Source: an optimization exercise on an open RTL-to-GDS flow (aim: small area). Production flows keep margins and buffers that such runs may drop. RTL that was checked went through simulation tests only; none was proved equivalent to the original. Function not checked in run 1: the RTL went through the layout flow alone. No driver is modelled on the clock port, so clocking that relies on it looks cheaper here than on a real chip. Power is estimated from default activity; no workload was simulated.

`design.v`:
```
module IDStage(
  input         clock,
  input         reset,
  input  [31:0] io_IF_Instr,
  input  [31:0] io_IF_PC,
  output [3:0]  io_EX_A_ALUOP,
  output [2:0]  io_EX_A_ALUSrc1Ctrl,
  output [2:0]  io_EX_A_ALUSrc2Ctrl,
  output        io_EX_A_WordALUEn,
  output [2:0]  io_EX_A_WordALUOP,
  output        io_EX_B_MEMREn,
  output [2:0]  io_EX_B_MEMRCtrl,
  output        io_EX_B_MEMWEn,
  output [2:0]  io_EX_B_MEMWCtrl,
  output        io_EX_C_RegWEn,
  output [1:0]  io_EX_C_RegWSrc,
  output [4:0]  io_EX_C_Rd,
  output        io_EX_D_Rs1REn,
  output        io_EX_D_Rs2REn,
  output [4:0]  io_EX_D_Rs1,
  output [4:0]  io_EX_D_Rs2,
  output [31:0] io_EX_E_PC,
  output [63:0] io_EX_E_Imm,
  output [63:0] io_EX_E_RData1,
  output [63:0] io_EX_E_RData2,
  input         io_WB_RegWEn,
  input  [63:0] io_WB_WData,
  input  [4:0]  io_WB_Rd,
  output [31:0] io_PC_PC,
  output        io_HAZARD_JumpEn,
  input  [1:0]  io_DATAPATH_Rs1Ctrl,
  input  [1:0]  io_DATAPATH_Rs2Ctrl,
  input  [63:0] io_DATAPATH_MEMData,
  input  [63:0] io_DATAPATH_WBData
);
  wire [31:0] ins = io_IF_Instr;
  wire [6:0] op = ins[6:0];
  wire [2:0] f3 = ins[14:12];
  wire [6:0] f7 = ins[31:25];
  wire [4:0] rs1 = ins[19:15];
  wire [4:0] rs2 = ins[24:20];
  wire isLUI   = op == 7'h37;
  wire isAUIPC = op == 7'h17;
  wire isBR    = op == 7'h63;
  wire isLD    = op == 7'h03;
  wire isST    = op == 7'h23;
  wire isOPI   = op == 7'h13;
  wire isOPIW  = op == 7'h1b;
  wire isOP    = op == 7'h33;
  wire isOPW   = op == 7'h3b;
  wire isJAL   = op == 7'h6f;
  wire isJALR  = op == 7'h67;
  reg [3:0] aluop;
  reg [2:0] wop;
  reg [2:0] mrctl;
  reg [2:0] mwctl;
  wire f7z  = f7 == 7'h00;
  wire f7s  = f7 == 7'h20;
  wire f7hz = f7[6:1] == 6'h00;
  wire f7hs = f7[6:1] == 6'h10;
  always @* begin
    aluop = 4'h0;
    if (isOPI) begin
      case (f3)
        3'd1: aluop = f7hz ? 4'h7 : 4'h0;
        3'd2: aluop = 4'h2;
        3'd3: aluop = 4'h3;
        3'd4: aluop = 4'h4;
        3'd5: aluop = f7hz ? 4'h8 : (f7hs ? 4'h9 : 4'h0);
        3'd6: aluop = 4'h5;
        3'd7: aluop = 4'h6;
        default: aluop = 4'h0;
      endcase
    end else if (isOP) begin
      if (f7z) begin
        case (f3)
          3'd1: aluop = 4'h7;
          3'd2: aluop = 4'h2;
          3'd3: aluop = 4'h3;
          3'd4: aluop = 4'h4;
          3'd5: aluop = 4'h8;
          3'd6: aluop = 4'h5;
          3'd7: aluop = 4'h6;
          default: aluop = 4'h0;
        endcase
      end else if (f7s) begin
        case (f3)
          3'd0: aluop = 4'h1;
          3'd5: aluop = 4'h9;
          default: aluop = 4'h0;
        endcase
      end
    end
  end
  always @* begin
    wop = 3'h0;
    if (isOPIW) begin
      case (f3)
        3'd0: wop = 3'h1;
        3'd1: wop = 3'h3;
        3'd5: wop = f7z ? 3'h4 : (f7s ? 3'h5 : 3'h0);
        default: wop = 3'h0;
      endcase
    end else if (isOPW) begin
      case (f3)
        3'd0: wop = f7z ? 3'h1 : (f7s ? 3'h2 : 3'h0);
        3'd1: wop = f7z ? 3'h3 : 3'h0;
        3'd5: wop = f7z ? 3'h4 : (f7s ? 3'h5 : 3'h0);
        default: wop = 3'h0;
      endcase
    end
  end
  always @* begin
    case (f3)
      3'd0: mrctl = 3'h1;
      3'd1: mrctl = 3'h2;
      3'd2: mrctl = 3'h3;
      3'd3: mrctl = 3'h7;
      3'd4: mrctl = 3'h4;
      3'd5: mrctl = 3'h5;
      3'd6: mrctl = 3'h6;
      default: mrctl = 3'h0;
    endcase
    if (!isLD) mrctl = 3'h0;
  end
  always @* begin
    case (f3)
      3'd0: mwctl = 3'h1;
      3'd1: mwctl = 3'h2;
      3'd2: mwctl = 3'h3;
      3'd3: mwctl = 3'h4;
      default: mwctl = 3'h0;
    endcase
    if (!isST) mwctl = 3'h0;
  end
  wire isALUI = isLD | isST | isOPI | isOPIW;        
  wire isALUR = isOP | isOPW;                        
  wire isJ    = isJAL | isJALR;
  assign io_EX_A_ALUOP       = aluop;
  assign io_EX_A_ALUSrc1Ctrl = {1'b0, isALUI | isALUR | isAUIPC | isJ, isALUI | isALUR | isLUI};
  assign io_EX_A_ALUSrc2Ctrl = {1'b0, isALUR | isJ, isALUI | isLUI | isAUIPC | isJ};
  assign io_EX_A_WordALUEn   = isOPW;
  assign io_EX_A_WordALUOP   = wop;
  assign io_EX_B_MEMREn      = isLD;
  assign io_EX_B_MEMRCtrl    = mrctl;
  assign io_EX_B_MEMWEn      = isST;
  assign io_EX_B_MEMWCtrl    = mwctl;
  assign io_EX_C_RegWEn      = isLUI | isAUIPC | isLD | isOPI | isOPIW | isALUR | isJ;
  assign io_EX_C_RegWSrc     = {isLD, isLUI | isAUIPC | isOPI | isOPIW | isALUR | isJ};
  assign io_EX_C_Rd          = ins[11:7];
  assign io_EX_D_Rs1REn      = isBR | isLD | isST | isOPI | isOPIW | isALUR | isJALR;
  assign io_EX_D_Rs2REn      = isBR | isALUR;
  assign io_EX_D_Rs1         = rs1;
  assign io_EX_D_Rs2         = rs2;
  assign io_EX_E_PC          = io_IF_PC;
  wire isI = isLD | isOPI | isOPIW | isJALR;
  wire isU = isLUI | isAUIPC;
  wire immv = isI | isST | isBR | isU | isJAL;
  wire sgn = ins[31] & immv;
  wire [63:0] imm;
  assign imm[63:32] = {32{sgn}};
  assign imm[31:20] = isU ? ins[31:20] : {12{sgn}};
  assign imm[19:12] = (isU | isJAL) ? ins[19:12] : {8{sgn}};
  assign imm[11]    = isBR ? ins[7] : (isJAL ? ins[20] : ((isI | isST) & ins[31]));
  assign imm[10:5]  = (isI | isST | isBR | isJAL) ? ins[30:25] : 6'h0;
  assign imm[4:1]   = (isI | isJAL) ? ins[24:21] : ((isST | isBR) ? ins[11:8] : 4'h0);
  assign imm[0]     = isI ? ins[20] : (isST ? ins[7] : 1'b0);
  assign io_EX_E_Imm = imm;
  wire [4:0] wrd = io_WB_Rd;
  reg [31:1] valid;
  wire [31:1] we;
  wire [63:0] rq [0:31];
  assign rq[0] = 64'h0;
  genvar i;
  generate
    for (i = 1; i < 32; i = i + 1) begin : gr
      reg [63:0] q;
      assign we[i] = io_WB_RegWEn & (wrd == i);
      always @(posedge clock)
        if (we[i]) q <= io_WB_WData;
      always @(posedge clock)
        if (reset) valid[i] <= 1'b0;
        else if (we[i]) valid[i] <= 1'b1;
      assign rq[i] = q;
    end
  endgenerate
  wire wnz = io_WB_RegWEn & (wrd != 5'h0);
  wire byp1 = wnz & (wrd == rs1);
  wire byp2 = wnz & (wrd == rs2);
  wire rf1 = io_DATAPATH_Rs1Ctrl[0] == io_DATAPATH_Rs1Ctrl[1];
  wire rf2 = io_DATAPATH_Rs2Ctrl[0] == io_DATAPATH_Rs2Ctrl[1];
  wire s1m = io_DATAPATH_Rs1Ctrl == 2'd1;
  wire s1w = io_DATAPATH_Rs1Ctrl == 2'd2;
  wire s2m = io_DATAPATH_Rs2Ctrl == 2'd1;
  wire s2w = io_DATAPATH_Rs2Ctrl == 2'd2;
  wire s1b = rf1 & byp1;
  wire s2b = rf2 & byp2;
  wire rr1 = rf1 & ~byp1;
  wire rr2 = rf2 & ~byp2;
  reg [63:0] rd1, rd2;
  integer k;
  always @* begin
    rd1 = ({64{s1m}} & io_DATAPATH_MEMData) | ({64{s1w}} & io_DATAPATH_WBData) |
          ({64{s1b}} & io_WB_WData);
    rd2 = ({64{s2m}} & io_DATAPATH_MEMData) | ({64{s2w}} & io_DATAPATH_WBData) |
          ({64{s2b}} & io_WB_WData);
    for (k = 1; k < 32; k = k + 1) begin
      rd1 = rd1 | ({64{rr1 & valid[k] & (rs1 == k)}} & rq[k]);
      rd2 = rd2 | ({64{rr2 & valid[k] & (rs2 == k)}} & rq[k]);
    end
  end
  assign io_EX_E_RData1 = rd1;
  assign io_EX_E_RData2 = rd2;
  wire eq  = rd1 == rd2;
  wire ltu = rd1 < rd2;
  wire lt  = ltu ^ rd1[63] ^ rd2[63];
  reg cond;
  always @* begin
    case (f3)
      3'd0: cond = eq;
      3'd1: cond = ~eq;
      3'd4: cond = lt;
      3'd5: cond = ~lt;
      3'd6: cond = ltu;
      3'd7: cond = ~ltu;
      default: cond = 1'b0;
    endcase
  end
  wire taken = isJ | (isBR & cond);
  wire [31:0] base = isJALR ? rd1[31:0] : io_IF_PC;
  wire [31:0] tgt = base + imm[31:0];
  wire [31:0] pc4 = io_IF_PC + 32'd4;
  assign io_HAZARD_JumpEn = taken;
  assign io_PC_PC = taken ? {tgt[31:1], tgt[0] & ~isJALR} : pc4;
endmodule
```
`run.sh`:
```
#!/bin/bash
# synth_recipe.tcl (not shown) runs the flow's synth.tcl, then flattens the netlist and writes it again
# the make line also repeats each setting of config.mk as NAME=value (left out here)
make -C /OpenROAD-flow-scripts/flow DESIGN_CONFIG=/design/flow/config.mk WORK_HOME=/design/flow/orfs CLKGATE_MAP_FILE= SYNTH_SCRIPT=/design/flow/synth_recipe.tcl finish
```
`config.mk`:
```
export PLATFORM = sky130hd
export DESIGN_NAME = IDStage
export DESIGN_NICKNAME = IDStage
export VERILOG_FILES = /design/flow/design.v
export SDC_FILE = /design/flow/constraint.sdc
export NUM_CORES = 8
export LEC_CHECK = 0
export CAP_MARGIN = 20
export CORE_MARGIN = 2
export CORE_UTILIZATION = 30
export SETUP_SLACK_MARGIN = 1.0
export SLEW_MARGIN = 20
```
`constraint.sdc`:
```
create_clock -name core_clock -period 12.5 [get_ports {clock}]
set_input_delay 2.5000 -clock core_clock [delete_from_list [all_inputs] [get_ports {clock}]]
set_output_delay 2.5000 -clock core_clock [all_outputs]
set_load 0.01 [all_outputs]
```
==> impl_metrics.py, run 1 <==
metrics = {
    "run_status": {
        "status": "timing/DRC/antenna clean",
    },
    "clock_network": {
        "insertion_delay_ns": 0.87,
        "numCtsBuffers": 212,
        "clock-root-buffer": "clkbuf_16",
        "ctsHoldBuffers": 0,
        "clk_pin_slew_worst_paths_ns": 0.06,
        "h-tree-depth": 4,
        "cts_buffer_depth": 3,
        "cts_tree": "built",
        "cts_sinks": 2015,
    },
    "timing": {
        "setup_violations": 0,
        "max-slew-margin-rel": 0.0880,
        "holdWs_ns": 0.568,
        "tightest_slew_ns": 1.37,
        "period_share": 0.935,
        "finalSetupTns_ns": 0,
        "min_period_ns": 11.69,
        "fmax_mhz": 85.6,
        "slew_viol_final": 0,
        "grt_setup_unrepaired": "false",
        "skew_ns": 0,
        "finalHoldViolCount": 0,
    },
    "synth": {
        "synth_cell_types": 87,
        "async_flop_share": 0,
        "syn-cell-area_um2": 91800,
        "syn_avg_cell_area_um2": 14.0,
        "syn_inst": 6572,
        "ys_ff_latch": 2015,
        "ys_seq_area_frac": 0.656,
        "synth_edf_count": 1984,
        "ys_warn_count": 1,
        "synthFlopType": "edfxtp_1",
    },
    "detailed_routing": {
        "ant_nets": 0,
        "wire_per_inst_um": 49.4,
        "vias": 87140,
        "drt-vias-per-instance": 7.14,
        "first_pass_iters": 15,
        "routed_wl_um": 602000,
        "initialDrtViolationCount": 21657,
        "drc": 0,
    },
    "setup_path": {
        "crit_top_cell": "buf_6",
        "max_stage_delay_ns": 0.99,
        "critical_path_class": "primary input to primary output",
        "critical_path.startpoint_type": "primary input",
        "end_kind": "primary output",
        "crit_path_max_fanout": 7,
        "critPathSlowestCell": "a222oi_1",
        "crit_arrival_ns": 9.19,
        "crit_required_ns": 10.00,
        "rr_worst_depth": 2,
    },
    "floorplan": {
        "ios": 567,
        "core-area_um2": 305000,
        "dieArea_um2": 310000,
        "fp-row-count": 203,
        "start_util": 0.301,
        "die-width_um": 557,
        "die_y_um": 557,
    },
    "global_routing": {
        "grt_pass1_vias": 80544,
        "grt_use_total": 0.369,
        "antenna_found_initial": 68,
        "grt_pass1_wl_um": 766000,
        "grt_max_degree": 66,
        "globalRouteOverflowTotal": 0,
    },
    "pwr": {
        "p_leak_nw": 40.2,
        "ir_drop_mv": 0.170,
        "pwr_density_cell_nw_per_um2": 128,
    },
    "place": {
        "placed_cell_area_um2": 109000,
        "gp_congestion": 1.00,
        "numPortBuffers": 564,
        "dp_hpwl_um": 365000,
    },
    "layout": {
        "nets": 8244,
        "postLayoutCellArea_um2": 120000,
        "drive_gt1_frac": 0.224,
        "fillers": 28489,
        "final_core_util": 0.394,
        "syn2layout_area_growth_pct": 31.0,
    },
    "run": {
        "cap_viol_max_count": 0,
    },
    "hold_path": {
        "hold_path_depth": 2,
        "min_path_type": "flip-flop to flip-flop",
    },
}
## synthesized netlist by cell type, drive strengths merged (18+ instances only)
cell type / n / area, µm²
nand3: 279 / 1400
mux2i: 29 / 290
xnor2: 30 / 263
mux2: 35 / 409
a22oi: 757 / 5680
and2: 18 / 113
clkbuf: 232 / 871
nor4: 23 / 263
nand2: 299 / 1120
a21o: 33 / 248
edfxtp: 1984 / 59600
a21oi: 71 / 363
a222oi: 193 / 1930
inv: 40 / 153
o21ai: 55 / 279
nor2b: 19 / 119
xor2: 37 / 324
nand4: 287 / 1800
nor3: 87 / 510
nor2: 267 / 1010
a22o: 507 / 4440
and4: 46 / 408
and3: 30 / 188
a221oi: 478 / 4200
ha: 100 / 1250
buf: 360 / 2070
dfxtp: 31 / 621
or2: 66 / 413
## worst paths after layout
path | from | end | slack, ns
min reg2reg | valid[29] | valid[29] | 0.57
max reg2reg | valid[22] | valid[22] | 11.40
min | valid[29] | valid[29] | 0.57
max | io_WB_Rd[3] | io_PC_PC[24] | 0.81
## final cells by class
class | instances | area, µm² | share of cell area
clock inverter | 154 | 1720 | 0.0143
inverter | 40 | 159 | 0.00132
timing repair buffer | 1674 | 17300 | 0.144
antenna | 46 | 115 | 0.000957
multi-input combinational | 3932 | 30200 | 0.251
tap | 4100 | 5130 | 0.0427
sequential | 2015 | 60200 | 0.500
clock buffer | 244 | 5450 | 0.0453
## flip-flops by register name, summed over array words and instances, names as in the netlist
register and count:
gr.q 1984, valid 31
## cells in the final DEF (no fill, tap or decap), drive strengths merged, types with 27 or more instances in the layout
cell              n
a22o            507
nor2            267
and4             51
nand3           279
nand2           299
or2              66
a22oi           757
diode            46
clkbuf          270
and3             30
inv              46
clkinv          106
mux2             35
dfxtp            31
edfxtp         1984
nand4           287
a21oi            72
clkdlybuf4s50   504
a222oi          193
bufinv           27
ha              100
a21o             33
nor3             87
buf            1122
xor2             37
mux2i            29
o21ai            55
a221oi          478
xnor2            30
## kinds of logic after synthesis
logic type               count (synthesis)  share of synthesized area
AO/OA/AOI/OAI                         2225                      0.199
XOR/XNOR                                67                    0.00639
adder cells (fa/ha/maj)                101                     0.0138
buffers and inverters                  632                     0.0337
flip-flops                            2015                      0.656
multiplexers                            66                    0.00811
other                                    1                  0.0000408
AND/OR/NAND/NOR                       1465                     0.0835
## critical path: cells and delay by family
family	cells	cell delay, ns
AO/OA/AOI/OAI	5	1.45
adder cells (fa/ha/maj)	1	0.14
buffers and inverters	13	2.35
multiplexers	2	0.45
AND/OR/NAND/NOR	8	2.26
## report_power, final
group	internal, W	switching, W
clock	0.00371	0.00297
sequential	0.00750	0.0000528
combinational	0.000434	0.000767
## per-layer routing
metal,up-vias,share of wire,GRT usage
met5,-,0.00077,0
met4,48,0.094,0.262
met3,2872,0.17,0.159
met2,10625,0.40,0.521
met1,42941,0.33,0.448
li1,30654,-,-
## timing repair
action                                 in CTS  in global routing
buffers inserted                          158                109
setup endpoints to repair                  33                 33
endpoints found under the hold margin       0                  0
pin swaps                                 102                113
gates resized for setup                   257                203
cloned                                     10                 12
## metrics by stage
stage	std cells	worst slack (ns)	power, W
3_3_place_gp	11464	-1.14	0.00876
3_5_place_dp	11471	-1.09	0.00876
5_1_grt	12161	0.854	0.0157
6_report	12205	0.813	0.0154
2_1_floorplan	6573	2.51	0.00801
4_1_cts	12037	1.00	0.0153
==> inputs of run 2 (changes only) <==
--- a/design.v
+++ b/design.v
@@ -167,20 +167,15 @@
   assign imm[0]     = isI ? ins[20] : (isST ? ins[7] : 1'b0);
   assign io_EX_E_Imm = imm;
   wire [4:0] wrd = io_WB_Rd;
-  reg [31:1] valid;
-  wire [31:1] we;
+  wire [63:0] wdz = io_WB_WData & {64{~reset}};
   wire [63:0] rq [0:31];
   assign rq[0] = 64'h0;
   genvar i;
   generate
     for (i = 1; i < 32; i = i + 1) begin : gr
       reg [63:0] q;
-      assign we[i] = io_WB_RegWEn & (wrd == i);
       always @(posedge clock)
-        if (we[i]) q <= io_WB_WData;
-      always @(posedge clock)
-        if (reset) valid[i] <= 1'b0;
-        else if (we[i]) valid[i] <= 1'b1;
+        if (reset | (io_WB_RegWEn & (wrd == i))) q <= wdz;
       assign rq[i] = q;
     end
   endgenerate
@@ -205,27 +200,43 @@
     rd2 = ({64{s2m}} & io_DATAPATH_MEMData) | ({64{s2w}} & io_DATAPATH_WBData) |
           ({64{s2b}} & io_WB_WData);
     for (k = 1; k < 32; k = k + 1) begin
-      rd1 = rd1 | ({64{rr1 & valid[k] & (rs1 == k)}} & rq[k]);
-      rd2 = rd2 | ({64{rr2 & valid[k] & (rs2 == k)}} & rq[k]);
+      rd1 = rd1 | ({64{rr1 & (rs1 == k)}} & rq[k]);
+      rd2 = rd2 | ({64{rr2 & (rs2 == k)}} & rq[k]);
     end
   end
   assign io_EX_E_RData1 = rd1;
   assign io_EX_E_RData2 = rd2;
-  wire eq  = rd1 == rd2;
-  wire ltu = rd1 < rd2;
-  wire lt  = ltu ^ rd1[63] ^ rd2[63];
-  reg cond;
-  always @* begin
-    case (f3)
-      3'd0: cond = eq;
-      3'd1: cond = ~eq;
-      3'd4: cond = lt;
-      3'd5: cond = ~lt;
-      3'd6: cond = ltu;
-      3'd7: cond = ~ltu;
-      default: cond = 1'b0;
-    endcase
-  end
+  wire [63:0] ce = ~(rd1 ^ rd2);
+  wire [63:0] cl = ~rd1 & rd2;
+  wire [15:0] e1, l1;
+  generate
+    for (i = 0; i < 16; i = i + 1) begin : cmp1
+      if (i < 15) begin : full
+        assign e1[i] = &ce[4*i+3:4*i];
+        assign l1[i] = cl[4*i+3] | (ce[4*i+3] & cl[4*i+2]) | (ce[4*i+3] & ce[4*i+2] & cl[4*i+1]) |
+                       (ce[4*i+3] & ce[4*i+2] & ce[4*i+1] & cl[4*i]);
+      end else begin : top
+        assign e1[i] = &ce[62:60];
+        assign l1[i] = cl[62] | (ce[62] & cl[61]) | (ce[62] & ce[61] & cl[60]);
+      end
+    end
+  endgenerate
+  wire [3:0] e2, l2;
+  generate
+    for (i = 0; i < 4; i = i + 1) begin : cmp2
+      assign e2[i] = &e1[4*i+3:4*i];
+      assign l2[i] = l1[4*i+3] | (e1[4*i+3] & l1[4*i+2]) | (e1[4*i+3] & e1[4*i+2] & l1[4*i+1]) |
+                     (e1[4*i+3] & e1[4*i+2] & e1[4*i+1] & l1[4*i]);
+    end
+  endgenerate
+  wire e3 = &e2;
+  wire l3 = l2[3] | (e2[3] & l2[2]) | (e2[3] & e2[2] & l2[1]) | (e2[3] & e2[2] & e2[1] & l2[0]);
+  wire eq  = ce[63] & e3;
+  wire ltu = cl[63] | (ce[63] & l3);
+  wire lt  = (rd1[63] & ~rd2[63]) | (ce[63] & l3);
+  wire f3ok = f3[2] | ~f3[1];
+  wire cmp = f3[2] ? (f3[1] ? ltu : lt) : eq;
+  wire cond = f3ok & (cmp ^ f3[0]);
   wire taken = isJ | (isBR & cond);
   wire [31:0] base = isJALR ? rd1[31:0] : io_IF_PC;
   wire [31:0] tgt = base + imm[31:0];
==> flow/run.sh (new file) <==
#!/bin/bash
# Standard ORFS layout, except that the port buffers are the smallest buffer cell.
set -euo pipefail
bash standard.sh BUFFER_PORTS_ARGS="-buffer_cell sky130_fd_sc_hd__buf_1" finish > standard_flow.log 2>&1
==> standard.sh (new file) <==
#!/bin/bash
# synth_recipe.tcl (not shown) runs the flow's synth.tcl, then flattens the netlist and writes it again
# the make line also repeats each setting of config.mk as NAME=value (left out here)
make -C /OpenROAD-flow-scripts/flow DESIGN_CONFIG=/design/flow/config.mk WORK_HOME=/design/flow/orfs CLKGATE_MAP_FILE= SYNTH_SCRIPT=/design/flow/synth_recipe.tcl "${@:-finish}"
--- a/config.mk
+++ b/config.mk
@@ -7,6 +7,9 @@
 export LEC_CHECK = 0
 export CAP_MARGIN = 20
 export CORE_MARGIN = 2
-export CORE_UTILIZATION = 30
-export SETUP_SLACK_MARGIN = 1.0
+export CORE_UTILIZATION = 40
+export CTS_CLUSTER_DIAMETER = 100
+export CTS_CLUSTER_SIZE = 20
+export PLACE_DENSITY = 0.8
+export SETUP_SLACK_MARGIN = 0.5
 export SLEW_MARGIN = 20
removed: run.sh
==> run 2 against run 1 <==
Compared with the run above: hold slack gained 1.6 ns; fmax shrank 4.2%; flip-flop and latch count decreased by 31; critical path depth is 3 lower; setup slack worse by 0.51 ns; still clean on timing, DRC and antenna; largest cell class unchanged; design area decreased by 14%; sequential power up about 10%; largest power group unchanged; via count is 3.0% lower; routed wire length down 12%.
==> impl_metrics.py, run 2 <==
metrics = {
    "run_status": {
        "status": "timing/DRC/antenna clean",
    },
    "place": {
        "place_ws_ns": -0.440,
        "dp_hpwl_um": 320000,
        "numPortBuffers": 564,
        "placed_cell_area_um2": 100000,
        "gp_congestion": 1.03,
    },
    "layout": {
        "final_cell_mix": "edfxtp_1, a22oi_1, buf_1",
        "fillers": 19785,
        "postLayoutCellArea_um2": 104000,
        "syn2layout_area_growth_pct": 14.2,
        "largest_register_ffs": 1984,
        "reg_top3": "gr.q x1984",
        "nets": 7606,
        "layout_commonest_cell": "edfxtp_1",
        "regMostFlops": "gr.q",
        "drive_gt1_frac": 0.129,
    },
    "floorplan": {
        "die_y_um": 481,
        "ios": 567,
        "core-area_um2": 225000,
        "dieArea_um2": 231000,
        "die-width_um": 481,
        "fp-row-count": 174,
        "start_util": 0.403,
    },
    "global_routing": {
        "use_met2": 0.592,
        "grt_pass1_vias": 77571,
        "grt-busiest-layer": "met2",
        "met1_usage": 0.495,
        "met3_usage": 0.249,
        "globalRouteOverflowTotal": 0,
        "grt_use_total": 0.436,
        "grt_pass1_wl_um": 683000,
        "grt_max_degree": 65,
        "antenna_found_initial": 55,
    },
    "timing": {
        "min_period_ns": 12.20,
        "max-slew-margin-rel": 0.129,
        "setup_violations": 0,
        "grt_setup_unrepaired": "false",
        "fmax_mhz": 82.0,
        "slew_viol_final": 0,
        "layout_setup_ws_ns": 0.300,
        "tightest_slew_ns": 1.31,
        "period_share": 0.976,
        "finalHoldViolCount": 0,
    },
    "setup_path": {
        "critical_path.startpoint_type": "primary input",
        "crit_top_cell": "buf_4",
        "max_stage_delay_ns": 0.91,
        "crit_arrival_ns": 9.70,
        "crit_required_ns": 10.00,
        "critPathSlowestCell": "a211oi_4",
        "crit_path_max_fanout": 14,
        "end_kind": "primary output",
        "critical_path_class": "primary input to primary output",
    },
    "pwr": {
        "seq_power_share": 0.584,
        "p_leak_nw": 34.2,
        "pwr-share-clk": 0.269,
        "power.total_w": 0.0142,
        "ir_drop_mv": 0.122,
        "p_sw_w": 0.00419,
        "p_int_w": 0.0101,
        "p_sw_frac": 0.294,
        "pwr_density_cell_nw_per_um2": 137,
        "p_comb_frac": 0.146,
    },
    "synth": {
        "ys_warn_count": 1,
        "synth_common_cells": "edfxtp_1, a22oi_1, a22o_1",
        "yosysTopAreaCellShare": 0.656,
        "synthFlopType": "edfxtp_1",
        "ys_seq_area_frac": 0.656,
        "synth_edf_count": 1984,
        "synth_most_common_cell": "edfxtp_1",
        "syn_inst": 6555,
        "ys_ff_latch": 1984,
        "syn_avg_cell_area_um2": 13.9,
        "syn-cell-area_um2": 90900,
        "synth_area_leaders": "edfxtp_1, a22oi_1, a22o_1",
        "async_flop_share": 0,
        "yosysTopAreaCell": "edfxtp_1",
        "synth_cell_types": 82,
    },
    "clock_network": {
        "clock-root-buffer": "clkbuf_16",
        "cts_tree": "built",
        "numCtsBuffers": 110,
        "cts_sinks": 1984,
        "cts_buffer_depth": 3,
        "clk_pin_slew_worst_paths_ns": 0.09,
        "ctsHoldBuffers": 0,
        "h-tree-depth": 3,
    },
    "hold_path": {
        "min_path_type": "primary input to flip-flop",
        "hp-start": "io_WB_WData[15]",
        "holdPathEnd": "gr[19].q[15]",
        "hold_path_depth": 2,
    },
    "run": {
        "cap_viol_max_count": 0,
    },
    "detailed_routing": {
        "initialDrtViolationCount": 22468,
        "drc": 0,
        "drt-vias-per-instance": 8.22,
        "first_pass_iters": 15,
        "vias": 84562,
        "routed_wl_um": 528000,
        "wire_per_inst_um": 51.3,
        "ant_nets": 0,
    },
}
run 2: cell type report:
type	instances	area [µm²]	area share
multi-input cells	3898	29400	0.283
diodes	53	133	0.00128
well taps	2992	3740	0.0361
flip-flops and latches	1984	59600	0.574
clock inverters	9	88.8	0.000856
inverters	91	342	0.00329
clock buffers	113	2810	0.0270
repair buffers	1151	7670	0.0739
run 2: routing by layer:
layer | share of wire | wire (µm)
met1 | 0.30 | 158000
met2 | 0.38 | 203000
met3 | 0.20 | 107000
met4 | 0.11 | 59500
met5 | 0.0012 | 657
run 2: cells by family after synthesis:
kind of cell / synth area share
compound gates: 0.206
buf+inv: 0.0335
simple gates: 0.0757
fa+ha+maj: 0.0141
xor+xnor: 0.00598
flops: 0.656
mux: 0.00940
other cells: 0.0000413
run 2: worst max path at each step:
stage	start	end	cells after the start
finish	io_IF_Instr[17]	io_PC_PC[7]	26
global route	io_WB_Rd[0]	io_PC_PC[6]	23
CTS	io_WB_Rd[0]	io_PC_PC[6]	27
detailed placement	io_WB_Rd[0]	io_PC_PC[13]	25
global placement	io_WB_Rd[0]	io_PC_PC[13]	25
floorplan	io_WB_Rd[4]	io_PC_PC[14]	25
run 2: worst max-delay path: cells and delay by family:
family / cells / cell delay [ns]
buffers and inverters: 9 / 2.17
adder cells (fa/ha/maj): 1 / 0.31
AO/OA/AOI/OAI: 6 / 2.50
AND/OR/NAND/NOR: 9 / 1.79
multiplexers: 1 / 0.36
run 2: repair_timing:
action | in CTS | in global routing
endpoints found under the setup margin | 33 | 33
pin swaps | 3 | 27
gates cloned | 0 | 4
setup buffers | 2 | 43
resized for setup | 12 | 36
run 2: metrics by stage:
| stage | TNS, ns | util | hold slack (ns) | instances |
|---|---|---|---|---|
| after floorplan | 0 | - | 2.99 | 6556 |
| after global placement | -19.83 | 0.444 | 3.13 | 10062 |
| after detailed placement | -4.17 | 0.444 | 3.08 | 10064 |
| after CTS | 0 | 0.457 | 2.21 | 10188 |
| after global routing | 0 | 0.460 | 2.23 | 10243 |
| final | 0 | 0.461 | 2.20 | 10291 |
run 2: power by group through the flow:
stage | combinational [W] | clock (W) | sequential (W)
6_report | 0.00209 | 0.00383 | 0.00833
5_1_grt | 0.00204 | 0.00394 | 0.00836
4_1_cts | 0.00189 | 0.00374 | 0.00830
3_5_place_dp | 0.00187 | 0 | 0.00845
3_3_place_gp | 0.00187 | 0 | 0.00843
2_1_floorplan | 0.000777 | 0 | 0.00834
==> inputs of run 3 (changes only) <==
--- a/design.v
+++ b/design.v
@@ -192,18 +192,37 @@
   wire s2b = rf2 & byp2;
   wire rr1 = rf1 & ~byp1;
   wire rr2 = rf2 & ~byp2;
-  reg [63:0] rd1, rd2;
-  integer k;
-  always @* begin
-    rd1 = ({64{s1m}} & io_DATAPATH_MEMData) | ({64{s1w}} & io_DATAPATH_WBData) |
-          ({64{s1b}} & io_WB_WData);
-    rd2 = ({64{s2m}} & io_DATAPATH_MEMData) | ({64{s2w}} & io_DATAPATH_WBData) |
-          ({64{s2b}} & io_WB_WData);
-    for (k = 1; k < 32; k = k + 1) begin
-      rd1 = rd1 | ({64{rr1 & (rs1 == k)}} & rq[k]);
-      rd2 = rd2 | ({64{rr2 & (rs2 == k)}} & rq[k]);
-    end
-  end
+  wire [33:0] sel1, sel2;
+  wire [63:0] src [0:33];
+  generate
+    for (i = 1; i < 32; i = i + 1) begin : gs
+      assign sel1[i-1] = rr1 & (rs1 == i);
+      assign sel2[i-1] = rr2 & (rs2 == i);
+      assign src[i-1] = rq[i];
+    end
+  endgenerate
+  assign sel1[33:31] = {s1b, s1w, s1m};
+  assign sel2[33:31] = {s2b, s2w, s2m};
+  assign src[31] = io_DATAPATH_MEMData;
+  assign src[32] = io_DATAPATH_WBData;
+  assign src[33] = io_WB_WData;
+  wire [63:0] rd1, rd2;
+  genvar b, g;
+  generate
+    for (b = 0; b < 64; b = b + 1) begin : gb
+      wire [11:0] n1, n2;
+      for (g = 0; g < 11; g = g + 1) begin : gg
+        IDStage_aoi222 u1 (.a1(sel1[3*g]), .a2(src[3*g][b]), .b1(sel1[3*g+1]), .b2(src[3*g+1][b]),
+                           .c1(sel1[3*g+2]), .c2(src[3*g+2][b]), .y(n1[g]));
+        IDStage_aoi222 u2 (.a1(sel2[3*g]), .a2(src[3*g][b]), .b1(sel2[3*g+1]), .b2(src[3*g+1][b]),
+                           .c1(sel2[3*g+2]), .c2(src[3*g+2][b]), .y(n2[g]));
+      end
+      assign n1[11] = ~(sel1[33] & src[33][b]);
+      assign n2[11] = ~(sel2[33] & src[33][b]);
+      assign rd1[b] = ~&n1;
+      assign rd2[b] = ~&n2;
+    end
+  endgenerate
   assign io_EX_E_RData1 = rd1;
   assign io_EX_E_RData2 = rd2;
   wire [63:0] ce = ~(rd1 ^ rd2);
@@ -244,3 +263,9 @@
   assign io_HAZARD_JumpEn = taken;
   assign io_PC_PC = taken ? {tgt[31:1], tgt[0] & ~isJALR} : pc4;
 endmodule
+module IDStage_aoi222(
+  input  a1, a2, b1, b2, c1, c2,
+  output y
+);
+  assign y = ~((a1 & a2) | (b1 & b2) | (c1 & c2));
+endmodule
--- a/config.mk
+++ b/config.mk
@@ -10,6 +10,7 @@
 export CORE_UTILIZATION = 40
 export CTS_CLUSTER_DIAMETER = 100
 export CTS_CLUSTER_SIZE = 20
-export PLACE_DENSITY = 0.8
+export PLACE_DENSITY = 0.65
 export SETUP_SLACK_MARGIN = 0.5
 export SLEW_MARGIN = 20
+export SYNTH_HIERARCHICAL = 1
==> run 3 against run 2 <==
Compared with the run above: die area is 6.7% lower; critical path depth is 4 higher; fmax hardly changed; total power is 3.1% lower; highest routed layer unchanged.
==> impl_metrics.py, run 3 <==
metrics = {
    "floorplan": {
        "core-area_um2": 210000,
        "die-width_um": 464,
        "dieArea_um2": 216000,
        "fp-row-count": 168,
        "start_util": 0.403,
        "ios": 567,
        "die_y_um": 464,
    },
    "timing": {
        "layout_setup_ws_ns": 0.296,
        "finalHoldViolCount": 0,
        "tightest_slew_ns": 1.27,
        "setup_violations": 0,
        "min_period_ns": 12.20,
        "slew_viol_final": 0,
        "period_share": 0.976,
        "grt_setup_unrepaired": "false",
        "fmax_mhz": 81.9,
        "max-slew-margin-rel": 0.156,
    },
    "pwr": {
        "power.total_w": 0.0138,
        "pwr_density_cell_nw_per_um2": 141,
        "ir_drop_mv": 0.125,
        "p_leak_nw": 31.9,
    },
    "synth": {
        "async_flop_share": 0,
        "yosysTopAreaCell": "edfxtp_1",
        "synth_most_common_cell": "edfxtp_1",
        "synthFlopType": "edfxtp_1",
        "ys_warn_count": 7,
        "syn_inst": 5062,
        "synth_cell_types": 67,
        "syn-cell-area_um2": 84800,
        "synth_area_leaders": "edfxtp_1, a222oi_1, nand4_1",
        "ys_ff_latch": 1984,
        "ys_seq_area_frac": 0.703,
        "synth_common_cells": "edfxtp_1, a222oi_1, nand4_1",
        "synth_edf_count": 1984,
        "syn_avg_cell_area_um2": 16.7,
        "yosysTopAreaCellShare": 0.703,
    },
    "setup_path": {
        "crit_top_cell": "buf_4",
        "critical_path.startpoint_type": "primary input",
        "critPathSlowestCell": "a222oi_1",
        "max_stage_delay_ns": 0.83,
        "critical_path_class": "primary input to primary output",
        "crit_path_max_fanout": 10,
        "crit_required_ns": 10.00,
        "cp_num_buf_inv": 10,
        "end_kind": "primary output",
        "crit_arrival_ns": 9.70,
        "critPathTopFamily": "simple AND/OR/NAND/NOR gates",
    },
    "layout": {
        "nets": 6485,
        "layout_commonest_cell": "edfxtp_1",
        "final_core_util": 0.467,
        "reg_top3": "gr.q x1984",
        "fin_cells": 8955,
        "drive_gt1_frac": 0.138,
        "syn2layout_area_growth_pct": 15.9,
        "final_cell_mix": "edfxtp_1, a222oi_1, buf_1",
        "regMostFlops": "gr.q",
        "largest_register_ffs": 1984,
    },
    "global_routing": {
        "grt_max_degree": 65,
        "grt_use_total": 0.356,
        "grt_pass1_vias": 65078,
        "grt_pass1_wl_um": 538000,
        "globalRouteOverflowTotal": 0,
        "antenna_found_initial": 51,
    },
    "run": {
        "cap_viol_max_count": 0,
    },
    "place": {
        "place_inst": 8628,
        "numPortBuffers": 564,
        "gp_congestion": 1.04,
        "dp_hpwl_um": 258000,
        "place_ws_ns": -0.542,
    },
    "clock_network": {
        "cts_sinks": 1984,
        "clk_pin_slew_worst_paths_ns": 0.08,
        "h-tree-depth": 3,
        "cts_buffer_depth": 3,
        "numCtsBuffers": 110,
        "clock-root-buffer": "clkbuf_16",
        "cts_tree": "built",
    },
    "detailed_routing": {
        "drt-vias-per-instance": 7.91,
        "routed_wl_um": 405000,
        "ant_nets": 0,
        "first_pass_iters": 17,
        "drc": 0,
        "wire_per_inst_um": 45.3,
        "vias": 70859,
        "initialDrtViolationCount": 22064,
    },
    "run_status": {
        "status": "timing/DRC/antenna clean",
    },
    "hold_path": {
        "min_path_type": "primary input to flip-flop",
    },
}
==> run 3: cell types whose count changed after synthesis, sizes merged, moves of 42 or more <==
cell / change
nand2: -230
a22o: -391
nor3: -70
a22oi: -1012
nor2: +42
a221oi: -374
a222oi: +1259
or4: -52
buf: -169
clkbuf: -270
nand3: -42
a2111o: +87
==> run 3: kinds of logic after synthesis <==
kind of cell,Yosys count,synth area share
other,1,0.0000442
and+or+nand+nor,868,0.0546
buffers and inverters,236,0.0145
muxes,33,0.00406
DFF,1984,0.703
xor gates and xnor gates,68,0.00703
AOI/OAI and AO/OA,1770,0.202
adders and majority gates,102,0.0151
==> run 3: per-module statistics from Yosys, one instance, submodules excluded <==
module          times used  cell area, µm²  cells inside
IDStage_aoi222        1408            10.0             1
IDStage                  1           70700          3654
==> run 3: final cells by class <==
type | instances | area (µm²)
Antenna cell | 26 | 65.1
Clock buffer | 112 | 2800
Clock inverter | 9 | 129
Fill cell | 18095 | 112000
Inverter | 88 | 330
Multi-Input combinational cell | 2881 | 25400
Sequential cell | 1984 | 59600
Tap cell | 2805 | 3510
Timing Repair Buffer | 1050 | 6460
==> run 3: final timing paths <==
| check | startpoint | to | slack (ns) | cells past startpoint |
|---|---|---|---|---|
| setup / recovery | io_WB_Rd[4] | io_PC_PC[1] | 0.30 | 30 |
| hold / removal | io_WB_WData[55] | gr[31].q[55] | 2.15 | 2 |
==> run 3: stage by stage <==
stage                     hold WS [ns]  TNS (ns)  cell area [µm²]
after global routing              2.16         0            98200
after floorplan                   3.04         0            84800
final                             2.15         0            98300
after CTS                         2.11         0            97200
after global placement            2.95    -14.41            93200
after detailed placement          2.96    -14.26            93200
==> run 3: layer usage <==
| layer | GRT usage | up-vias | part of all wire |
|---|---|---|---|
| li1 | - | 26515 | - |
| met1 | 0.437 | 34896 | 0.32 |
| met2 | 0.529 | 7938 | 0.43 |
| met3 | 0.161 | 1454 | 0.19 |
| met4 | 0.179 | 56 | 0.064 |
| met5 | 0.00423 | - | 0.0020 |
==> run 3: where the power goes <==
group          internal (W)  switching [W]  total, W
Combinational      0.000474        0.00132   0.00179
Sequential          0.00796       0.000299   0.00826
Clock               0.00160        0.00215   0.00376
Total                0.0100        0.00377    0.0138
==> run 3: what timing repair did <==
action | CTS | global route
setup buffers | 70 | 66
endpoints found under the setup margin | 33 | 33
gates resized for setup | 38 | 81
gates cloned | 33 | 10
pin swaps | 66 | 77
hold buffers | 0 | 0
==> inputs of run 4 (changes only) <==
--- a/design.v
+++ b/design.v
@@ -170,12 +170,14 @@
   wire [63:0] wdz = io_WB_WData & {64{~reset}};
   wire [63:0] rq [0:31];
   assign rq[0] = 64'h0;
+  wire [31:1] we;                
   genvar i;
   generate
     for (i = 1; i < 32; i = i + 1) begin : gr
       reg [63:0] q;
+      assign we[i] = io_WB_RegWEn & (wrd == i);
       always @(posedge clock)
-        if (reset | (io_WB_RegWEn & (wrd == i))) q <= wdz;
+        if (reset | we[i]) q <= wdz;
       assign rq[i] = q;
     end
   endgenerate
@@ -190,14 +192,12 @@
   wire s2w = io_DATAPATH_Rs2Ctrl == 2'd2;
   wire s1b = rf1 & byp1;
   wire s2b = rf2 & byp2;
-  wire rr1 = rf1 & ~byp1;
-  wire rr2 = rf2 & ~byp2;
   wire [33:0] sel1, sel2;
   wire [63:0] src [0:33];
   generate
     for (i = 1; i < 32; i = i + 1) begin : gs
-      assign sel1[i-1] = rr1 & (rs1 == i);
-      assign sel2[i-1] = rr2 & (rs2 == i);
+      assign sel1[i-1] = rf1 & ~we[i] & (rs1 == i);
+      assign sel2[i-1] = rf2 & ~we[i] & (rs2 == i);
       assign src[i-1] = rq[i];
     end
   endgenerate
==> run 4 against run 3 <==
Compared with the run above: still clean on timing, DRC and antenna; sequential share of layout area rose by 0.38 points; combinational power fell by 3%; synthesized cell count rose by 0.63%; flip-flop and latch count did not move; core utilization fell by 0.56 points; clock-buffer cell count did not move; critical path type unchanged; largest cell class unchanged; largest power group unchanged.
==> impl_metrics.py, run 4 <==
metrics = {
    "run_status": {
        "status": "timing/DRC/antenna clean",
    },
    "hold_path": {
        "min_path_type": "primary input to flip-flop",
    },
    "layout": {
        "reg_top3": "gr.q x1984",
        "drive_gt1_frac": 0.119,
        "final_core_util": 0.462,
        "final_cell_mix": "edfxtp_1, a222oi_1, buf_1",
        "layout_commonest_cell": "edfxtp_1",
        "largest_register_ffs": 1984,
        "syn2layout_area_growth_pct": 15.0,
        "nets": 6425,
        "postLayoutCellArea_um2": 97700,
        "regMostFlops": "gr.q",
    },
    "synth": {
        "syn-cell-area_um2": 84900,
        "yosysTopAreaCellShare": 0.702,
        "ys_ff_latch": 1984,
        "synth_common_cells": "edfxtp_1, a222oi_1, nand4_1",
        "ys_seq_area_frac": 0.702,
        "ys_warn_count": 7,
        "syn_avg_cell_area_um2": 16.7,
        "async_flop_share": 0,
        "synth_most_common_cell": "edfxtp_1",
        "synth_area_leaders": "edfxtp_1, a222oi_1, nand4_1",
        "syn_inst": 5094,
        "yosysTopAreaCell": "edfxtp_1",
        "synth_cell_types": 74,
        "synthFlopType": "edfxtp_1",
        "synth_edf_count": 1984,
    },
    "timing": {
        "grt_setup_unrepaired": "true",
        "fmax_mhz": 82.6,
        "min_period_ns": 12.10,
        "setup_violations": 0,
        "slew_viol_final": 0,
        "tightest_slew_ns": 1.23,
        "finalHoldViolCount": 0,
        "max-slew-margin-rel": 0.180,
        "finalSetupTns_ns": 0,
        "period_share": 0.968,
    },
    "global_routing": {
        "antenna_found_initial": 54,
        "grt_max_degree": 65,
        "grt_use_total": 0.349,
        "grt_pass1_wl_um": 531000,
        "globalRouteOverflowTotal": 0,
        "grt_pass1_vias": 65856,
    },
    "setup_path": {
        "crit_required_ns": 10.00,
        "critical_path_class": "primary input to primary output",
        "critical_path.startpoint_type": "primary input",
        "crit_path_max_fanout": 18,
        "crit_top_cell": "buf_4",
        "max_stage_delay_ns": 0.62,
        "end_kind": "primary output",
        "critPathSlowestCell": "a221oi_1",
        "worstPathCellList": "buf_1, buf_4, nand4b_1, nor3_4, buf_4, buf_4, a222oi_1, nand3_1, a2111o_1, ha_1, a21oi_1, o21ai_1, a221oi_1, nor2_1, nor4_4, a2111oi_1, a41o_2, nor2_8, buf_12, mux2i_1, buf_1",
        "crit_arrival_ns": 9.60,
    },
    "detailed_routing": {
        "drt-vias-per-instance": 7.87,
        "wire_per_inst_um": 44.3,
        "initialDrtViolationCount": 19929,
        "routed_wl_um": 394000,
        "vias": 69982,
        "first_pass_iters": 17,
        "drc": 0,
        "ant_nets": 0,
    },
    "pwr": {
        "p_sw_frac": 0.271,
        "p_sw_w": 0.00373,
        "pwr-share-clk": 0.276,
        "p_comb_frac": 0.126,
        "p_int_w": 0.0100,
        "ir_drop_mv": 0.125,
        "pwr_density_cell_nw_per_um2": 141,
        "p_leak_nw": 31.7,
        "seq_power_share": 0.598,
    },
    "clock_network": {
        "cts_tree": "built",
        "h-tree-depth": 3,
        "clk_pin_slew_worst_paths_ns": 0.08,
        "ctsHoldBuffers": 0,
        "clock-root-buffer": "clkbuf_16",
        "cts_buffer_depth": 3,
        "numCtsBuffers": 111,
        "cts_sinks": 1984,
    },
    "floorplan": {
        "fp-row-count": 169,
        "die_y_um": 465,
        "core-area_um2": 211000,
        "start_util": 0.402,
        "ios": 567,
        "dieArea_um2": 216000,
        "die-width_um": 465,
    },
    "place": {
        "gp_congestion": 1.03,
        "dp_hpwl_um": 257000,
        "placed_cell_area_um2": 94200,
        "numPortBuffers": 564,
    },
    "run": {
        "cap_viol_max_count": 0,
    },
}
run 4: cell types whose count changed after synthesis, sizes merged, moves of 8 or more:
cell and change:
or2 +32, nand2 -21, nand4 +13, a21o +8, and3 -8, buf -8, nor3 +54, nor2 -48
nor4 +16, nand3 -15
run 4: path summary, 6_finish.rpt:
| path | startpoint | endpoint | slack [ns] | cells after the start |
|---|---|---|---|---|
| hold / removal | io_WB_WData[8] | gr[26].q[8] | 2.16 | 2 |
| setup / recovery | io_IF_Instr[23] | io_PC_PC[28] | 0.40 | 21 |
run 4: Yosys stat by module, one instance, submodules excluded:
module / flops+latches / cells inside
IDStage: 1984 / 3686
IDStage_aoi222: 0 / 1
run 4: power by group through the flow:
stage               combinational [W]  sequential (W)  clock (W)
floorplan                    0.000732         0.00829          0
global placement              0.00161         0.00834          0
detailed placement            0.00164         0.00838          0
CTS                           0.00165         0.00823    0.00379
global route                  0.00177         0.00830    0.00401
finish                        0.00173         0.00825    0.00380
run 4: per-stage QoR:
step / setup slack (ns) / instances / hold slack, ns / total power [W]
global placement: -0.965 / 8728 / 2.96 / 0.00995
global route: 0.497 / 8888 / 2.15 / 0.0141
finish: 0.400 / 8895 / 2.16 / 0.0138
floorplan: 0.511 / 5095 / 3.00 / 0.00902
CTS: 0.505 / 8878 / 2.11 / 0.0137
detailed placement: -0.700 / 8734 / 2.98 / 0.0100
run 4: routing by layer:
| metal | up-vias | global-route usage | share of wire |
|---|---|---|---|
| met5 | - | 0.000668 | 0.00082 |
| met4 | 50 | 0.190 | 0.069 |
| met3 | 1417 | 0.129 | 0.18 |
| met2 | 7543 | 0.532 | 0.43 |
| met1 | 34483 | 0.430 | 0.32 |
| li1 | 26489 | - | - |
run 4: critical path, delay by kind of cell:
kind / cells / cell delay [ns]
AOI/OAI and AO/OA: 7 / 2.25
adders and majority gates: 1 / 0.33
and+or+nand+nor: 6 / 1.94
buffers and inverters: 6 / 2.18
muxes: 1 / 0.32
run 4: final cells by class:
class                   count  area, µm²
diodes                      8       20.0
clock buffers             112       2800
clock inverters            12        220
fillers                 18351     114000
inverters                  86        325
multi-input cells        2878      25400
flip-flops and latches   1984      59600
well taps                2821       3530
repair buffers            994       5830
run 4: kinds of logic after synthesis:
family | Yosys count | share of synthesized area
flops | 1984 | 0.702
compound gates | 1783 | 0.201
simple gates | 897 | 0.0582
buf+inv | 233 | 0.0142
fa+ha+maj | 102 | 0.0151
xor+xnor | 68 | 0.00701
mux | 26 | 0.00311
other cells | 1 | 0.0000442
run 4: what timing repair did:
| action | 4_1_cts | 5_1_grt |
|---|---|---|
| endpoints found under the setup margin | 33 | 32 |
| pin swaps | 17 | 8 |
| resized for setup | 29 | 32 |
| buffers inserted | 20 | 9 |
==> inputs of run 5 (changes only) <==
--- a/design.v
+++ b/design.v
@@ -225,40 +225,34 @@
   endgenerate
   assign io_EX_E_RData1 = rd1;
   assign io_EX_E_RData2 = rd2;
-  wire [63:0] ce = ~(rd1 ^ rd2);
-  wire [63:0] cl = ~rd1 & rd2;
-  wire [15:0] e1, l1;
-  generate
-    for (i = 0; i < 16; i = i + 1) begin : cmp1
-      if (i < 15) begin : full
-        assign e1[i] = &ce[4*i+3:4*i];
-        assign l1[i] = cl[4*i+3] | (ce[4*i+3] & cl[4*i+2]) | (ce[4*i+3] & ce[4*i+2] & cl[4*i+1]) |
-                       (ce[4*i+3] & ce[4*i+2] & ce[4*i+1] & cl[4*i]);
-      end else begin : top
-        assign e1[i] = &ce[62:60];
-        assign l1[i] = cl[62] | (ce[62] & cl[61]) | (ce[62] & ce[61] & cl[60]);
-      end
-    end
-  endgenerate
-  wire [3:0] e2, l2;
-  generate
-    for (i = 0; i < 4; i = i + 1) begin : cmp2
-      assign e2[i] = &e1[4*i+3:4*i];
-      assign l2[i] = l1[4*i+3] | (e1[4*i+3] & l1[4*i+2]) | (e1[4*i+3] & e1[4*i+2] & l1[4*i+1]) |
-                     (e1[4*i+3] & e1[4*i+2] & e1[4*i+1] & l1[4*i]);
-    end
-  endgenerate
-  wire e3 = &e2;
-  wire l3 = l2[3] | (e2[3] & l2[2]) | (e2[3] & e2[2] & l2[1]) | (e2[3] & e2[2] & e2[1] & l2[0]);
-  wire eq  = ce[63] & e3;
-  wire ltu = cl[63] | (ce[63] & l3);
-  wire lt  = (rd1[63] & ~rd2[63]) | (ce[63] & l3);
+  wire eq  = rd1 == rd2;
+  wire ltu = rd1 < rd2;
+  wire lt  = ltu ^ rd1[63] ^ rd2[63];
   wire f3ok = f3[2] | ~f3[1];
   wire cmp = f3[2] ? (f3[1] ? ltu : lt) : eq;
   wire cond = f3ok & (cmp ^ f3[0]);
   wire taken = isJ | (isBR & cond);
   wire [31:0] base = isJALR ? rd1[31:0] : io_IF_PC;
-  wire [31:0] tgt = base + imm[31:0];
+  reg [31:0] cg, cp, tgt;
+  integer l, n, d;
+  always @* begin
+    cg = base & imm[31:0];
+    cp = base ^ imm[31:0];
+    for (l = 1; l <= 5; l = l + 1)
+      for (n = 0; n < 32; n = n + 1)
+        if ((n + 1) % (1 << l) == 0) begin
+          d = n - (1 << (l - 1));
+          cg[n] = cg[n] | (cp[n] & cg[d]);
+          cp[n] = cp[n] & cp[d];
+        end
+    for (l = 4; l >= 1; l = l - 1)
+      for (n = 0; n < 32; n = n + 1)
+        if ((n + 1) % (1 << l) == (1 << (l - 1)) && n >= (1 << l)) begin
+          d = n - (1 << (l - 1));
+          cg[n] = cg[n] | (cp[n] & cg[d]);
+        end
+    tgt = (base ^ imm[31:0]) ^ {cg[30:0], 1'b0};
+  end
   wire [31:0] pc4 = io_IF_PC + 32'd4;
   assign io_HAZARD_JumpEn = taken;
   assign io_PC_PC = taken ? {tgt[31:1], tgt[0] & ~isJALR} : pc4;
--- a/config.mk
+++ b/config.mk
@@ -9,8 +9,8 @@
 export CORE_MARGIN = 2
 export CORE_UTILIZATION = 40
 export CTS_CLUSTER_DIAMETER = 100
-export CTS_CLUSTER_SIZE = 20
-export PLACE_DENSITY = 0.65
+export CTS_CLUSTER_SIZE = 24
+export PLACE_DENSITY = 0.72
 export SETUP_SLACK_MARGIN = 0.5
 export SLEW_MARGIN = 20
 export SYNTH_HIERARCHICAL = 1
==> run 5 against run 4 <==
Compared with the run above: still clean on timing, DRC and antenna; area after synthesis fell by 0.40%; combinational power fell by 2%; final cell count fell by 2.0%; routed wire length fell by 3.9%; via count fell by 0.25%; sequential power barely moved; clock power fell by 7.9%; critical path depth rose by 2; design area fell by 1.4%; hold slack got worse by 0.015 ns; non-clock buffer count fell by 69; largest power group unchanged; highest routed layer unchanged.
==> impl_metrics.py, run 5 <==
metrics = {
    "run_status": {
        "status": "timing/DRC/antenna clean",
    },
    "layout": {
        "regMostFlops": "gr.q",
        "layout_commonest_cell": "edfxtp_1",
        "reg_top3": "gr.q x1984",
        "nets": 6259,
        "final_core_util": 0.459,
        "final_cell_mix": "edfxtp_1, a222oi_1, buf_1",
        "fillers": 18157,
        "largest_register_ffs": 1984,
        "syn2layout_area_growth_pct": 13.9,
        "drive_gt1_frac": 0.109,
    },
    "detailed_routing": {
        "initialDrtViolationCount": 21132,
        "drc": 0,
        "ant_nets": 0,
        "drt-vias-per-instance": 8.01,
        "routed_wl_um": 379000,
        "wire_per_inst_um": 43.5,
        "vias": 69807,
        "first_pass_iters": 17,
    },
    "pwr": {
        "p_sw_w": 0.00366,
        "p_comb_frac": 0.126,
        "ir_drop_mv": 0.119,
        "p_int_w": 0.00978,
        "p_leak_nw": 31.0,
        "seq_power_share": 0.614,
        "pwr-share-clk": 0.260,
        "p_sw_frac": 0.272,
        "pwr_density_cell_nw_per_um2": 139,
    },
    "synth": {
        "ys_warn_count": 7,
        "ys_seq_area_frac": 0.705,
        "synth_area_leaders": "edfxtp_1, a222oi_1, nand4_1",
        "muxShareOfSynthArea": 0.00784,
        "yosys.area_share.simple": 0.0543,
        "async_flop_share": 0,
        "syn_avg_cell_area_um2": 16.9,
        "synth_edf_count": 1984,
        "synthFlopType": "edfxtp_1",
        "syn_inst": 4994,
        "ys_ff_latch": 1984,
        "synth_adder_area_share": 0.0183,
        "syn-cell-area_um2": 84600,
        "yosysTopAreaCell": "edfxtp_1",
        "synth_top_family_by_area": "compound AO/OA/AOI/OAI gates",
        "synth_cell_types": 70,
        "synth_common_cells": "edfxtp_1, a222oi_1, nand4_1",
        "yosysTopAreaCellShare": 0.705,
        "synth_compound_area_frac": 0.195,
        "synth_most_common_cell": "edfxtp_1",
        "synth_xor_area_frac": 0.00559,
    },
    "clock_network": {
        "cts_buffer_depth": 3,
        "clk_pin_slew_worst_paths_ns": 0.10,
        "clock-root-buffer": "clkbuf_16",
        "ctsHoldBuffers": 0,
        "cts_sinks": 1984,
        "numCtsBuffers": 94,
        "cts_tree": "built",
        "h-tree-depth": 3,
    },
    "global_routing": {
        "grt_use_total": 0.336,
        "globalRouteOverflowTotal": 0,
        "grt_max_degree": 65,
        "met1_usage": 0.404,
        "grt_pass1_wl_um": 514000,
        "grt-busiest-layer": "met2",
        "met3_usage": 0.125,
        "antenna_found_initial": 33,
        "use_met2": 0.504,
        "grt_pass1_vias": 65313,
    },
    "timing": {
        "setup_violations": 0,
        "max-slew-margin-rel": 0.0804,
        "tightest_slew_ns": 1.38,
        "slew_viol_final": 0,
        "min_period_ns": 12.12,
        "fmax_mhz": 82.5,
        "finalHoldViolCount": 0,
        "finalSetupTns_ns": 0,
        "grt_setup_unrepaired": "true",
        "period_share": 0.970,
    },
    "setup_path": {
        "crit_arrival_ns": 9.62,
        "critical_path.startpoint_type": "primary input",
        "crit_path_max_fanout": 15,
        "critical_path_class": "primary input to primary output",
        "startpoint": "io_IF_Instr[22]",
        "end_kind": "primary output",
        "crit_required_ns": 10.00,
    },
    "floorplan": {
        "start_util": 0.403,
        "core-area_um2": 210000,
        "die-width_um": 464,
        "ios": 567,
        "dieArea_um2": 215000,
        "fp-row-count": 168,
        "die_y_um": 464,
    },
    "hold_path": {
        "min_path_type": "primary input to flip-flop",
        "hp-start": "io_WB_WData[5]",
    },
    "place": {
        "dp_hpwl_um": 243000,
        "gp_congestion": 0.994,
        "numPortBuffers": 564,
    },
    "run": {
        "cap_viol_max_count": 0,
    },
}
## run 5: cell types whose count changed after synthesis, moves of 12 or more
| cell | change |
|---|---|
| a211oi_1 | -13 |
| nand2b_1 | -13 |
| nor3_1 | +12 |
| nor2_1 | -30 |
| mux2_2 | +24 |
| nor4_1 | -13 |
| fa_1 | +15 |
| a2111oi_1 | -12 |
| a21oi_1 | -42 |
| inv_1 | +18 |
| a2111oi_0 | +18 |
| clkbuf_1 | -17 |
| a21o_1 | -16 |
## run 5: path summary, 6_finish.rpt
path	to	slack, ns	depth (start not counted)
worst max-delay path	io_PC_PC[0]	0.38	23
worst min-delay path	gr[31].q[5]	2.14	2
## run 5: worst max-delay path: stages
cell	delay [ns]
buf_1	0.57
nand2_1	0.53
nor3_4	1.03
buf_4	0.47
buf_4	0.25
a222oi_1	0.13
nand3_1	0.22
a2111oi_1	0.11
buf_4	0.21
ha_1	0.31
nand4_1	0.43
nor2_1	0.23
buf_4	0.16
nand2_1	0.06
o2bb2ai_2	0.38
buf_4	0.19
and4b_1	0.18
a32o_1	0.28
o21a_1	0.20
o31a_2	0.44
inv_4	0.19
mux2_1	0.35
buf_1	0.14
## run 5: per-layer routing
layer,up-vias,wire (µm)
met1,33996,116000
met2,8211,162000
li1,25919,-
met5,-,245
met4,21,32600
met3,1660,67600
## run 5: timing repair
item | in CTS | in global routing
endpoints found under the setup margin | 32 | 33
gates resized for setup | 4 | 17
buffers inserted | 3 | 7
pin swaps | 2 | 6
## run 5: cell type report
type | instances | area (µm²) | area share
repair buffers | 925 | 5460 | 0.0566
well taps | 2805 | 3510 | 0.0364
flip-flops and latches | 1984 | 59600 | 0.619
multi-input cells | 2767 | 24800 | 0.257
diodes | 27 | 67.6 | 0.000701
clock inverters | 9 | 159 | 0.00165
clock buffers | 95 | 2380 | 0.0247
inverters | 105 | 397 | 0.00412
## run 5: Yosys stat by module, one instance, submodules excluded
| module | copies in the design | flip-flops and latches | area, µm² |
|---|---|---|---|
| IDStage | 1 | 1984 | 70500 |
| IDStage_aoi222 | 1408 | 0 | 10.0 |
## run 5: power groups by stage
stage | clock, W | combinational (W) | sequential, W
global route | 0.00366 | 0.00171 | 0.00830
detailed placement | 0 | 0.00159 | 0.00838
floorplan | 0 | 0.000719 | 0.00829
finish | 0.00350 | 0.00169 | 0.00825
global placement | 0 | 0.00157 | 0.00832
CTS | 0.00344 | 0.00160 | 0.00823
## run 5: per-stage QoR
stage          cell area (µm²)  power, W  cells  hold slack (ns)  setup slack, ns
2_1_floorplan            84900   0.00901   4995             3.04             1.38
3_3_place_gp             93400   0.00989   8572             2.92           -0.318
3_5_place_dp             93500   0.00997   8575             2.92            0.343
4_1_cts                  96100    0.0133   8682             2.12            0.528
5_1_grt                  96300    0.0137   8695             2.14            0.420
6_report                 96300    0.0134   8717             2.14            0.380
## run 5: kinds of logic after synthesis
logic type	after synthesis
multiplexers	59
AND/OR/NAND/NOR	842
AO/OA/AOI/OAI	1696
buffers and inverters	244
adder cells (fa/ha/maj)	114
other	1
XOR/XNOR	54
flip-flops	1984
==> inputs of run 6 (changes only) <==
==> flow/run.sh (replaced) <==
#!/bin/bash
# Standard ORFS layout with two changes: the port buffers are the smallest buffer cell, and
# before clock tree synthesis each large buffer tree left by placement is replaced by a single
# buffer (flow/rebuf_hook.tcl).
set -euo pipefail
export RB_MINBUFS=2 RB_MINSINKS=40 RB_BUF=buf_8
bash standard.sh BUFFER_PORTS_ARGS="-buffer_cell sky130_fd_sc_hd__buf_1" \
  PRE_CTS_TCL="$PWD/flow/rebuf_hook.tcl" finish > standard_flow.log 2>&1
==> flow/rebuf_hook.tcl (new file) <==
# Re-buffer large fanout nets: a buffer tree rooted at a logic gate that reaches many sinks is
# replaced by one buffer placed at the sinks' centroid, and the root gate is set to its
# smallest drive strength. Later stages legalize the placement and repair timing.
proc rb_isbuf {inst} { return [regexp {__buf_[0-9]+$} [[$inst getMaster] getName]] }
set rb_block [ord::get_db_block]
set rb_trees {}
foreach net [$rb_block getNets] {
  set drv ""; set dpin ""
  foreach it [$net getITerms] { if {[$it isOutputSignal]} { set drv [$it getInst]; set dpin [[$it getMTerm] getName] } }
  if {$drv == "" || [rb_isbuf $drv]} continue
  set bufs {}; set sinks 0; set frontier [list $net]
  while {[llength $frontier]} {
    set n [lindex $frontier 0]; set frontier [lrange $frontier 1 end]
    foreach it [$n getITerms] {
      if {[$it isOutputSignal]} continue
      set inst [$it getInst]
      if {[rb_isbuf $inst] && ![regexp {^(input|output)} [$inst getName]]} {
        lappend bufs [$inst getName]
        foreach o [$inst getITerms] { if {[$o isOutputSignal]} { lappend frontier [$o getNet] } }
      } else { incr sinks }
    }
  }
  if {[llength $bufs] >= $::env(RB_MINBUFS) && $sinks >= $::env(RB_MINSINKS)} { lappend rb_trees [list $dpin [$drv getName] $bufs $sinks] }
}
set rb_all {}
foreach t $rb_trees { lappend rb_all {*}[lindex $t 2] }
puts "rebuffer: [llength $rb_trees] trees, [llength $rb_all] buffers"
if {[llength $rb_all]} {
  set rb_keep {}
  foreach inst [$rb_block getInsts] { if {[rb_isbuf $inst] && [lsearch -exact $rb_all [$inst getName]] < 0} { lappend rb_keep [$inst getName] } }
  if {[llength $rb_keep]} { set_dont_touch [get_cells $rb_keep] }
  remove_buffers [get_cells $rb_all]
  if {[llength $rb_keep]} { unset_dont_touch [get_cells $rb_keep] }
  foreach t $rb_trees {
    set drv [$rb_block findInst [lindex $t 1]]
    set net [[$drv findITerm [lindex $t 0]] getNet]
    set xs 0; set ys 0; set k 0
    foreach it [$net getITerms] { if {[$it isInputSignal]} { set b [[$it getInst] getBBox]; set xs [expr {$xs + [$b xMin]}]; set ys [expr {$ys + [$b yMin]}]; incr k } }
    insert_buffer -net [get_nets [$net getName]] -buffer_cell sky130_fd_sc_hd__$::env(RB_BUF) -location [list [expr {$xs/$k/1000.0}] [expr {$ys/$k/1000.0}]]
    set m [[$drv getMaster] getName]
    if {[regsub {_[0-9]+$} $m {_1} m1] && $m1 ne $m && [llength [get_lib_cells -quiet $m1]]} { replace_cell [get_cells [lindex $t 1]] [get_lib_cells $m1] }
  }
}
==> run 6 against run 5 <==
Compared with the run above: still clean on timing, DRC and antenna; sequential power about the same; core utilization fell by 0.73 points; global-route usage is 0.47 points higher; critical path type unchanged; critical endpoint unchanged.
==> impl_metrics.py, run 6 <==
metrics = {
    "layout": {
        "postLayoutCellArea_um2": 94800,
        "nets": 6113,
        "fillers": 18223,
        "reg_top3": "gr.q x1984",
        "final_cell_mix": "edfxtp_1, a222oi_1, buf_1",
        "regMostFlops": "gr.q",
        "ff_latch_area_um2": 59600,
        "syn2layout_area_growth_pct": 12.1,
        "layout_commonest_cell": "edfxtp_1",
        "drive_gt1_frac": 0.0849,
        "largest_register_ffs": 1984,
        "final_core_util": 0.452,
        "multi_input_area_um2": 24400,
    },
    "synth": {
        "muxShareOfSynthArea": 0.00784,
        "synth_adder_area_share": 0.0183,
        "synth_most_common_cell": "edfxtp_1",
        "ys_seq_area_frac": 0.705,
        "synth_area_leaders": "edfxtp_1, a222oi_1, nand4_1",
        "synth_edf_count": 1984,
        "syn_inst": 4994,
        "synth_cell_types": 70,
        "synth_top_family_by_area": "compound AO/OA/AOI/OAI gates",
        "synth_xor_area_frac": 0.00559,
        "synth_compound_area_frac": 0.195,
        "yosysTopAreaCell": "edfxtp_1",
        "async_flop_share": 0,
        "yosysTopAreaCellShare": 0.705,
        "synthFlopType": "edfxtp_1",
    },
    "global_routing": {
        "antenna_found_initial": 33,
        "globalRouteOverflowTotal": 0,
        "grt_pass1_vias": 65160,
    },
    "setup_path": {
        "worstPathCellList": "buf_1, nand2b_1, buf_4, nor3_2, buf_8, a222oi_1, nand4_1, a2111o_1, inv_1, ha_1, nand4_1, nor2_2, nand2_1, o2bb2ai_2, buf_4, and4b_1, a32o_1, o21a_1, o31a_2, inv_4, mux2_1, buf_1",
        "critical_path.startpoint_type": "primary input",
        "cp_num_buf_inv": 7,
        "crit_path_max_fanout": 64,
        "critPathTopFamily": "simple AND/OR/NAND/NOR gates",
        "crit_required_ns": 10.00,
        "crit_arrival_ns": 9.74,
        "max_stage_delay_ns": 0.67,
        "critical_path_class": "primary input to primary output",
    },
    "detailed_routing": {
        "routed_wl_um": 384000,
        "wire_per_inst_um": 44.9,
        "first_pass_iters": 32,
        "drc": 0,
        "drt-vias-per-instance": 8.11,
        "ant_nets": 0,
        "initialDrtViolationCount": 23355,
        "vias": 69336,
    },
    "run": {
        "cap_viol_max_count": 0,
    },
    "run_status": {
        "status": "timing/DRC/antenna clean",
    },
    "floorplan": {
        "die_y_um": 464,
        "dieArea_um2": 215000,
        "start_util": 0.403,
        "ios": 567,
        "core-area_um2": 210000,
        "die-width_um": 464,
    },
    "clock_network": {
        "ctsHoldBuffers": 0,
        "postCtsSetupBuffers": 0,
        "numCtsBuffers": 94,
        "cts_sinks": 1984,
        "clk_pin_slew_worst_paths_ns": 0.10,
    },
    "timing": {
        "tightest_slew_ns": 1.29,
        "fmax_mhz": 81.7,
        "max-slew-margin-rel": 0.137,
        "finalHoldViolCount": 0,
    },
    "place": {
        "placed_cell_area_um2": 93500,
        "numPortBuffers": 564,
    },
    "pwr": {
        "pwr_density_cell_nw_per_um2": 142,
        "p_leak_nw": 30.2,
        "power.total_w": 0.0135,
        "ir_drop_mv": 0.114,
    },
}
-- run 6: cell counts after synthesis --
No cell type changed its count.
-- run 6: metrics by stage --
stage | hold slack, ns | setup WS (ns) | std cells
2_1_floorplan | 3.04 | 1.38 | 4995
3_3_place_gp | 2.92 | -0.318 | 8572
3_5_place_dp | 2.92 | 0.343 | 8575
4_1_cts | 2.12 | 0.534 | 8544
5_1_grt | 2.14 | 0.468 | 8549
6_report | 2.13 | 0.262 | 8553
-- run 6: cell families after synthesis --
logic type,after synthesis
muxes,59
DFF,1984
xor gates and xnor gates,54
other,1
AOI/OAI and AO/OA,1696
adders and majority gates,114
buffers and inverters,244
and+or+nand+nor,842
-- run 6: report_power, final --
group	switching (W)	internal [W]	total (W)	leakage (nW)
Clock	0.00213	0.00139	0.00352	1.24
Sequential	0.000296	0.00796	0.00825	19.2
Combinational	0.00126	0.000422	0.00168	9.80
Total	0.00369	0.00977	0.0135	30.2
-- run 6: what timing repair did --
| item | CTS | global route |
|---|---|---|
| pin swaps | 0 | 13 |
| setup endpoints to repair | 33 | 33 |
| resized for setup | 48 | 46 |
-- run 6: final cells by class, without the clock buffers --
cell class	count	share of cell area
Sequential cell	1984	0.629
Multi-Input combinational cell	2767	0.258
Timing Repair Buffer	779	0.0457
Tap cell	2805	0.0370
Inverter	105	0.00418
Clock inverter	9	0.00168
Antenna cell	9	0.000238
-- run 6: final timing paths --
check / startpoint / endpoint / slack (ns) / depth (start not counted)
max: io_IF_Instr[22] / io_PC_PC[0] / 0.26 / 22
min: io_WB_WData[5] / gr[31].q[5] / 2.13 / 2
-- run 6: Yosys stat by module, one instance, submodules excluded --
module          cell area [µm²]  cells
IDStage                   70500   3586
IDStage_aoi222             10.0      1
-- run 6: layer usage --
metal  global-route usage  share of wire  vias up
met4                0.217          0.088       34
li1                     -              -    25579
met1                0.398           0.30    33732
met2                0.506           0.42     8202
met3                0.154           0.19     1789
met5               0.0267         0.0018        -

Setup slack of run 6, layout unchanged: 0.262 ns with ideal ports, 0.236 ns with driving cells assumed (clock clkbuf_16, inputs buf_2), 0.236 ns with port delays also shifted by the 0.881 ns mid clock arrival.
